From an optimization exercise on the open Yosys and OpenROAD flow, aimed at small area and a short achievable clock period; shortcuts taken in it are not production practice. Function was checked by simulation only, so behaviour that the tests miss may differ from the original.

==> flow/design.v, too long to show whole: its modules and the start of the top module <==
// module iir_filter: 953 lines
// module iir_fa: 4 lines
module iir_filter(
    input clk,
    input rst,
    input signed [11:0] signal_i,
    output signed [11:0] signal_o
    );
  // ...
==> flow/run.sh <==
#!/bin/bash
# synth_recipe.tcl (not shown) runs the flow's synth.tcl, then flattens the netlist and writes it again
# the make line also repeats each setting of config.mk as NAME=value (left out here)
make -C /OpenROAD-flow-scripts/flow DESIGN_CONFIG=/design/flow/config.mk WORK_HOME=/design/flow/orfs CLKGATE_MAP_FILE= SYNTH_SCRIPT=/design/flow/synth_recipe.tcl finish
==> flow/config.mk <==
export PLATFORM = sky130hd
export DESIGN_NAME = iir_filter
export DESIGN_NICKNAME = iir_filter
export VERILOG_FILES = /design/flow/design.v
export SDC_FILE = /design/flow/constraint.sdc
export NUM_CORES = 4
export LEC_CHECK = 0
export CAP_MARGIN = 20
export CORE_MARGIN = 2
export CORE_UTILIZATION = 40
export CTS_BUF_LIST = sky130_fd_sc_hd__clkbuf_4 sky130_fd_sc_hd__clkbuf_8
export CTS_CLUSTER_DIAMETER = 150
export CTS_CLUSTER_SIZE = 40
export PLACE_DENSITY = 0.6
export SLEW_MARGIN = 20
export SYNTH_HIERARCHICAL = 1
==> flow/constraint.sdc <==
create_clock -name core_clock -period 14.5 [get_ports {clk}]
set_input_delay 2.9000 -clock core_clock [delete_from_list [all_inputs] [get_ports {clk}]]
set_output_delay 2.9000 -clock core_clock [all_outputs]
set_load 0.01 [all_outputs]
==> out/results.ini, run 1 <==
[setup_path]
reg2reg_to = y0[11]
rr_startpoint = x1[9]

[finish]
n_antenna_cell = 0
n_sequential_cell = 162
multiInputGateArea_um2 = 11600
clkbuf_count = 17

[synth]
syn_inst = 1133
ys.warnings.count = 7
synth_top_family_by_area = adder cells

[drt]
via_per_inst = 5.019
wl_per_cell_um = 20.19
wl_met3_um = 2241

[grt]
grt_util_met1_pct = 26.39

[sta]
hold_slack_ns = 0.3409
maxSlewHeadroom_pct = 35.14
tns_ns = 0

[floorplanning]
num_rows = 73
core_region_area_um2 = 40010

[clock_network]
cts_buffer_depth = 2
numCtsBuffers = 17
cts_root_buf = clkbuf_8
cts_tree = done

[status]
outcome = timing/DRC/antenna clean

[placed_design]
hpwl_um = 28780

==> run 2, diff against run 1 <==
--- a/flow/design.v
+++ b/flow/design.v
@@ -937,21 +937,22 @@
 wire rs_385, rs_386;
 assign rs_385 = rs_344 ^ rs_345;
 assign rs_386 = rs_344 | rs_345;
 wire [20:0] rn = {rs_384, rs_382, rs_380, rs_378, rs_376, rs_374, rs_372, rs_370, rs_368, rs_366, rs_364, rs_362, rs_360, rs_358, rs_356, rs_354, ~rs_352, ~rs_350, rs_348, rs_347, rs_305} + {~rs_385, rs_383, rs_381, rs_379, rs_377, rs_375, rs_373, rs_371, rs_369, rs_367, rs_365, rs_363, rs_361, rs_359, rs_357, rs_355, rs_353, ~rs_351, rs_349, 1'b0, 1'b1};
 always @(posedge clk or posedge rst) begin
     if (rst) begin
         y0 <= 12'h7ff; y1 <= 12'h7ff; y2 <= 12'h7ff; y3 <= 12'h7ff; y4 <= 12'h7ff;
         x1 <= 12'h800; x2 <= 12'h800; x3 <= 12'h800; x4 <= 12'h800; x5 <= 12'h800;
-        q <= 21'h12a910; r <= 21'h6c543;
+        q <= 21'h12a910;
     end else begin
         y0 <= {ysum[20], ~ysum[19:9]}; y1 <= y0; y2 <= y1; y3 <= y2; y4 <= y3;
         x1 <= {~signal_i[11], signal_i[10:0]}; x2 <= x1; x3 <= x2; x4 <= x3; x5 <= x4;
-        q <= qn; r <= rn;
+        q <= qn;
     end
 end
+always @(posedge clk) r <= rn;
 assign signal_o = {y0[11], ~y0[10:0]};
 endmodule
 module iir_fa(input a, input b, input c, output s, output co);
 assign s = a ^ b ^ c;
 assign co = (a & b) | (c & (a ^ b));
 endmodule
==> flow/config.mk (replaced) <==
export PLATFORM = sky130hd
export DESIGN_NAME = iir_filter
export DESIGN_NICKNAME = iir_filter
export VERILOG_FILES = /design/flow/design.v
export SDC_FILE = /design/flow/constraint.sdc
export NUM_CORES = 4
export LEC_CHECK = 0
export CAP_MARGIN = 20
export CORE_MARGIN = 2
export CORE_UTILIZATION = 40
export CTS_BUF_LIST = sky130_fd_sc_hd__clkbuf_4 sky130_fd_sc_hd__clkbuf_8
export PLACE_DENSITY = 0.6
export SLEW_MARGIN = 20
export SYNTH_HIERARCHICAL = 1
==> run 2 against run 1 <==
Effect of this change: critical path depth did not move; synthesized area fell by 0.71%; non-clock buffer count did not move; critical endpoint unchanged; largest cell class unchanged.
==> out/results.ini, run 2 <==
[sta]
final-setup-viol-count = 0
tns_ns = 0  ; unchanged
rsz0062_at_grt = false
maxSlewHeadroom_pct = 35.50  ; +0.37 points
layout_worst_path_cycle_share_pct = 43.20
finClkSkew_ns = 0.01988
setup_slack_ns = 8.236
fin_crit_ns = 6.264
finalHoldViolCount = 0
hold_slack_ns = 0.3393  ; -0.001600 ns
slew_violations = 0
worst_pin_slew_ns = 0.9609
max_freq_ghz = 0.1596

[synth]
synth_top_area_share_pct = 50.31
syn_inst = 1133  ; unchanged
ys_async_sr_fraction_pct = 87.04
netlist_area_um2 = 16200
yosys.area.top_type = fa_1
synth-seq-area-share_pct = 24.90
ys.warnings.count = 7  ; unchanged
syn_nets = 1662
synth.distinct_cells = 62
synth_area_per_cell_um2 = 14.30
synth-seq-cells = 162
post-synth-top-count-cell = fa_1
synth.top_cells.by_count = fa_1 (407), inv_1 (147), ha_1 (108)
synth_edf_count = 0
synth_ff_type = dfrtp_1
yosys-top-cells-area = fa_1 (50%), dfrtp_1 (11%), dfstp_2 (11%)

[setup_path]
path_cells = clkdlybuf4s50_1 > fa_1 > fa_1 > ha_1 > and2_1 > a221o_1 > and2_0 > a31oi_1 > a21oi_1 > a41o_1 > o21ai_2 > nor3_2 > xor2_1
rr_worst_depth = 19
crit_type = in -> reg
critPathSlowestCell = fa_1
critPathMaxFanout = 4
endpoint = y0[11]
crit_cells = 13
critPathBufInv = 1
crit_start = signal_i[5]
slowest_delay_ns = 0.60
startpoint_type = primary input
reg2reg_to = y0[11]
cp.arrival_ns = 6.64
crit_required_ns = 14.87
r2r_setup_slack_ns = 8.42
cp-end-kind = register
critical_path.top_delay_family = adder cells
rr_startpoint = x1[9]
crit_top_cell = fa_1

[grt]
grtUsageTotal_pct = 18.89
grt_pass1_wl_um = 58060
grt_overflow_total = 0
top_usage_layer = met2
antenna_found_initial = 0
gr-usage-met2_pct = 30.28
grt_util_met1_pct = 26.98  ; +0.59 points
grt_use_met3_pct = 3.690
grt_max_degree = 82
first_global_vias = 10030

[floorplanning]
die-width_um = 205.2
num_rows = 73  ; unchanged
start_util_pct = 40.67
io_pins = 26
dieArea_um2 = 42120
core_region_area_um2 = 39820  ; -0.46%
die_h_um = 205.2

[clock_network]
cts_sinks = 162
cts_resized = 0
cts_root_buf = clkbuf_8
cts_tree = done
clk_latency_ns = 0.50
cts_setup_buffers = 0
cts-htree-levels = 4
cts_hold_buf = 0
cts_buffer_depth = 2  ; unchanged
path_clk_slew_ns = 0.11
numCtsBuffers = 17  ; unchanged

[placed_design]
port_buffers = 25
finalWeightedCongestion = 0.8830
dp_slack_ns = 7.699
place_inst = 1692
hpwl_um = 28770  ; about the same

[drt]
first_iter_violations = 437
route.detailed.drc = 0
wl_per_cell_um = 20.23  ; +0.17%
finalWirelength_um = 34870
postRouteAntennaNets = 0
via_per_inst = 4.972  ; -0.94%
firstDrtPassIters = 7
vias = 8571

[finish]
mostFrequentLayoutCell = fa_1
final_util_pct = 44.13
drive_gt1_share_pct = 10.68
nets = 1715
area_growth_pct = 8.497
fillers = 3627
reg_top3 = q x21, r x21
finalNonFillerCells = 1724
n_antenna_cell = 0  ; unchanged
layout_common_cells = fa_1 (407), inv_1 (146), ha_1 (108), dfrtp_1 (74), dfstp_2 (67)

[status]
outcome = timing/DRC/antenna clean

[flow_run]
drv_cap = 0

[hold_path]
hp-class = reg -> reg

[run 2: cell types whose count changed after synthesis, sizes merged]
cell / change
dfxtp: +21
dfrtp: -12
dfstp: -9
[run 2: worst register-to-register path: stages, from the launching register on]
cell and delay, ns:
dfrtp_1 0.71, fa_1 0.57, fa_1 0.50, fa_1 0.41
ha_1 0.35, a21oi_1 0.27, nand2_1 0.12, o21a_1 0.23
a21oi_1 0.24, xnor2_1 0.17, fa_1 0.46, fa_1 0.45
ha_1 0.34, o21a_1 0.14, nor2_1 0.03, a21oi_1 0.29
a41o_1 0.28, o21ai_2 0.10, nor3_2 0.16, xor2_1 0.17
[run 2: kinds of logic (layout without fill, tap and decap cells)]
logic type,Yosys count,in the layout,share of synthesized area [%]
DFF,162,162,24.90
and+or+nand+nor,110,110,3.461
AOI/OAI and AO/OA,135,135,6.134
buffers and inverters,148,214,3.453
adders and majority gates,515,515,58.65
xor gates and xnor gates,63,63,3.407
[run 2: worst min path at each step]
stage	startpoint	endpoint	slack, ns	depth (start not counted)
finish	y3[6]	y4[6]	0.34	0
global route	y3[6]	y4[6]	0.35	0
CTS	y3[6]	y4[6]	0.35	0
detailed placement	y3[8]	y4[8]	0.35	0
global placement	y3[11]	y4[11]	0.33	0
floorplan	y3[11]	y4[11]	0.33	0
[run 2: per-stage QoR]
stage / instance area [µm²]
2_1_floorplan: 16200
3_3_place_gp: 17180
3_5_place_dp: 17180
4_1_cts: 17570
5_1_grt: 17570
6_report: 17570
[run 2: layout make-up]
cell class	count	area (µm²)	area share (%)
multi-input cells	823	11600	66.04
inverters	147	556.8	3.168
well taps	525	656.9	3.738
flip-flops and latches	162	4033	22.95
clock buffers	19	255.2	1.452
repair buffers	35	325.3	1.851
clock inverters	13	141.4	0.8046
[run 2: routing by layer]
layer,vias up,wire length (µm)
met3,29,1440
met2,155,17080
met1,4667,15900
met4,0,457
li1,3720,-
met5,-,0
[run 2: Yosys stat by module, one instance, submodules excluded]
| module | area, µm² | copies in the design | flip-flops and latches | cells |
|---|---|---|---|---|
| iir_fa | 20.02 | 405 | 0 | 1 |
| iir_filter | 8089 | 1 | 162 | 728 |
==> run 3, diff against run 2 <==
--- a/flow/config.mk
+++ b/flow/config.mk
@@ -7,2 +7,3 @@
 export LEC_CHECK = 0
+export ABC_AREA = 1
 export CAP_MARGIN = 20
==> run 3 against run 2 <==
Effect of this change: critical path depth increased by 2; utilization decreased by 0.18 points; register-to-register slack improved by 0.23 ns; global-route usage increased by 2.8 points; synthesized cell count increased by 27%; largest cell class unchanged.
==> out/results.ini, run 3 <==
[status]
outcome = timing/DRC/antenna clean

[grt]
grt_overflow_total = 0  ; unchanged
grt_pass1_wl_um = 69890  ; +20%
grt_max_degree = 80  ; -2.4%
first_global_vias = 11920  ; +19%
antenna_found_initial = 0  ; unchanged
grtUsageTotal_pct = 21.67  ; +2.8 points

[finish]
final_util_pct = 43.95  ; -0.18 points
reg_top3 = q x21, r x21
mostFrequentLayoutCell = fa_1
area_growth_pct = 8.064
nets = 2015  ; +17%
layout_common_cells = fa_1 (407), inv_1 (214), nand2_1 (198), ha_1 (108), dfrtp_1 (74)
fillers = 3925  ; +8.2%
finalNonFillerCells = 2038  ; +18%
drive_gt1_share_pct = 8.606  ; -2.1 points
design_area_um2 = 18480  ; +5.1%
n_antenna_cell = 0  ; unchanged

[synth]
synth_top_area_share_pct = 47.65  ; -2.7 points
ys.warnings.count = 7  ; unchanged
synth_area_per_cell_um2 = 11.92  ; -17%
synth-seq-area-share_pct = 23.58  ; -1.3 points
yosys-top-cells-area = fa_1 (48%), dfrtp_1 (11%), dfstp_2 (10%)
synth.distinct_cells = 35  ; -44%
netlist_area_um2 = 17100  ; +5.6%
synth.top_cells.by_count = fa_1 (407), inv_1 (215), nand2_1 (198)
syn_nets = 1964  ; +18%
synth-seq-cells = 162  ; unchanged
synth_edf_count = 0  ; unchanged
synth_ff_type = dfrtp_1
syn_inst = 1435  ; +27%
post-synth-top-count-cell = fa_1
ys_async_sr_fraction_pct = 87.04  ; unchanged
yosys.area.top_type = fa_1

[sta]
slew_violations = 0  ; unchanged
setup_slack_ns = 8.647  ; +0.4116 ns
tns_ns = 0  ; unchanged
finClkSkew_ns = 0.01875  ; -0.001133 ns
hold_slack_ns = 0.3586  ; +0.01925 ns
rsz0062_at_grt = false
maxSlewHeadroom_pct = 28.68  ; -6.8 points
fin_crit_ns = 5.853  ; -0.4116 ns
final-setup-viol-count = 0  ; unchanged
layout_worst_path_cycle_share_pct = 40.36  ; -2.8 points
finalHoldViolCount = 0  ; unchanged
max_freq_ghz = 0.1709  ; +7.0%
worst_pin_slew_ns = 1.070  ; +0.1088 ns

[setup_path]
rr_startpoint = x1[6]
startpoint_type = register
crit_type = reg -> reg
cp.arrival_ns = 6.23  ; -0.41 ns
rr_worst_depth = 15  ; -4
crit_top_cell = fa_1
critPathBufInv = 1  ; unchanged
reg2reg_to = r[16]
crit_required_ns = 14.87  ; about the same
slowest_delay_ns = 1.04  ; +0.44 ns
path_cells = fa_1 > fa_1 > inv_1 > ha_1 > fa_1 > fa_1 > fa_1 > ha_1 > a21oi_1 > o21ai_0 > nor2_1 > o21ai_1 > nand2_1 > nand2_1 > xor2_1
critPathMaxFanout = 9  ; +5
cp-end-kind = register
r2r_setup_slack_ns = 8.65  ; +0.23 ns
critical_path.top_delay_family = adder cells
crit_cells = 15  ; +2
critPathSlowestCell = dfrtp_1

[placed_design]
port_buffers = 25  ; unchanged
placed_cell_area_um2 = 18080  ; +5.3%
place_inst = 2006  ; +19%
hpwl_um = 36910  ; +28%
finalWeightedCongestion = 0.9245  ; +4.7%
dp_slack_ns = 8.460  ; +0.7605 ns

[flow_run]
drv_cap = 0  ; unchanged

[drt]
wl_per_cell_um = 21.44  ; +6.0%
finalWirelength_um = 43690  ; +25%
via_per_inst = 5.190  ; +4.4%
route.detailed.drc = 0  ; unchanged
postRouteAntennaNets = 0  ; unchanged
firstDrtPassIters = 8  ; +1
vias = 10580  ; +23%
first_iter_violations = 840  ; +92%

[clock_network]
clk_latency_ns = 0.48  ; -0.02 ns
cts-htree-levels = 4  ; unchanged
numCtsBuffers = 17  ; unchanged
cts_tree = done
cts_sinks = 162  ; unchanged
cts_resized = 0  ; unchanged
cts_hold_buf = 0  ; unchanged
path_clk_slew_ns = 0.11  ; about the same
cts_root_buf = clkbuf_8
cts_setup_buffers = 0  ; unchanged
cts_buffer_depth = 2  ; unchanged

[hold_path]
whs_path_depth = 0  ; unchanged
hold_end = y4[1]
hp-class = reg -> reg
hp-start = y3[1]

[floorplanning]
core_region_area_um2 = 42040  ; +5.6%
start_util_pct = 40.67  ; about the same
io_pins = 26  ; unchanged
die_h_um = 210.8  ; +2.7%
dieArea_um2 = 44420  ; +5.5%
die-width_um = 210.8  ; +2.7%
num_rows = 75  ; +2.7%

[run 3: cell types whose count changed after synthesis, moves of 12 or more]
cell | previous run | this run
o21ai_0 | 12 | 36
nand2_1 | 19 | 198
nor2_1 | 35 | 64
a21oi_1 | 38 | 68
inv_1 | 147 | 215
xor2_1 | 25 | 39
a21o_1 | 20 | 5
nand3_1 | 6 | 37
xnor2_1 | 38 | 24
o21a_1 | 12 | 0
[run 3: routing by layer]
metal | track usage (%) | up-vias | part of all wire, %
li1 | - | 4569 | -
met4 | 6.751 | 0 | 2.8
met1 | 30.25 | 5590 | 44
met2 | 33.21 | 350 | 46
met5 | 0 | - | 0
met3 | 5.902 | 69 | 7.3
[run 3: worst max path at each step]
stage	start	endpoint	slack, ns
global route	y0[0]	y0[10]	8.31
floorplan	rst	q[0]	7.93
global placement	signal_i[2]	y0[11]	8.58
detailed placement	signal_i[2]	y0[7]	8.46
finish	x1[6]	r[16]	8.65
CTS	y0[0]	y0[11]	8.64
[run 3: layout make-up]
type,count,area [µm²],share of cell area (%)
clock buffers,17,234.0,1.266
clock inverters,15,160.2,0.8667
inverters,216,815.8,4.415
multi-input cells,1055,12240,66.26
flip-flops and latches,162,4033,21.82
well taps,539,674.4,3.650
repair buffers,34,317.8,1.720
[run 3: cell families after synthesis]
kind of cell / share of synthesized area, %
adder cells (fa/ha/maj): 55.55
buffers and inverters: 4.815
AO/OA/AOI/OAI: 4.544
flip-flops: 23.58
XOR/XNOR: 3.227
AND/OR/NAND/NOR: 8.276
[run 3: modules after synthesis (local to each module, per instance)]
module / cell area (µm²) / cells inside / copies in the design
iir_fa: 20.02 / 1 / 405
iir_filter: 8991 / 1030 / 1

## port drivers added, routing unchanged
Ports are ideal in the flow. The routed layouts listed here were re-timed in OpenROAD. Step 1, drivers: a clkbuf_16 drives clk and a buf_2 each remaining input, both assumed. Step 2, shift: input delay + t, output delay - t, t = (earliest + latest rising clock arrival at the registers) / 2. This alone moves slack from input paths to output paths. Slacks: no drivers / after step 1 / after step 2; pairs: no drivers / after step 1.
| run | t (ns) | slack for setup (ns) | worst setup path after step 2 |
|---|---|---|---|
| run 1 | 0.536 | 8.223 / 8.253 / 7.717 | input to register |
| run 2 | 0.543 | 8.236 / 8.266 / 7.723 | input to register |
| run 3 | 0.520 | 8.647 / 8.647 / 8.501 | input to register |
After both steps every run listed still meets setup and hold. The setup slack of run 2, which loses most, moves by +0.030 ns with the drivers and by -0.513 ns with both steps.
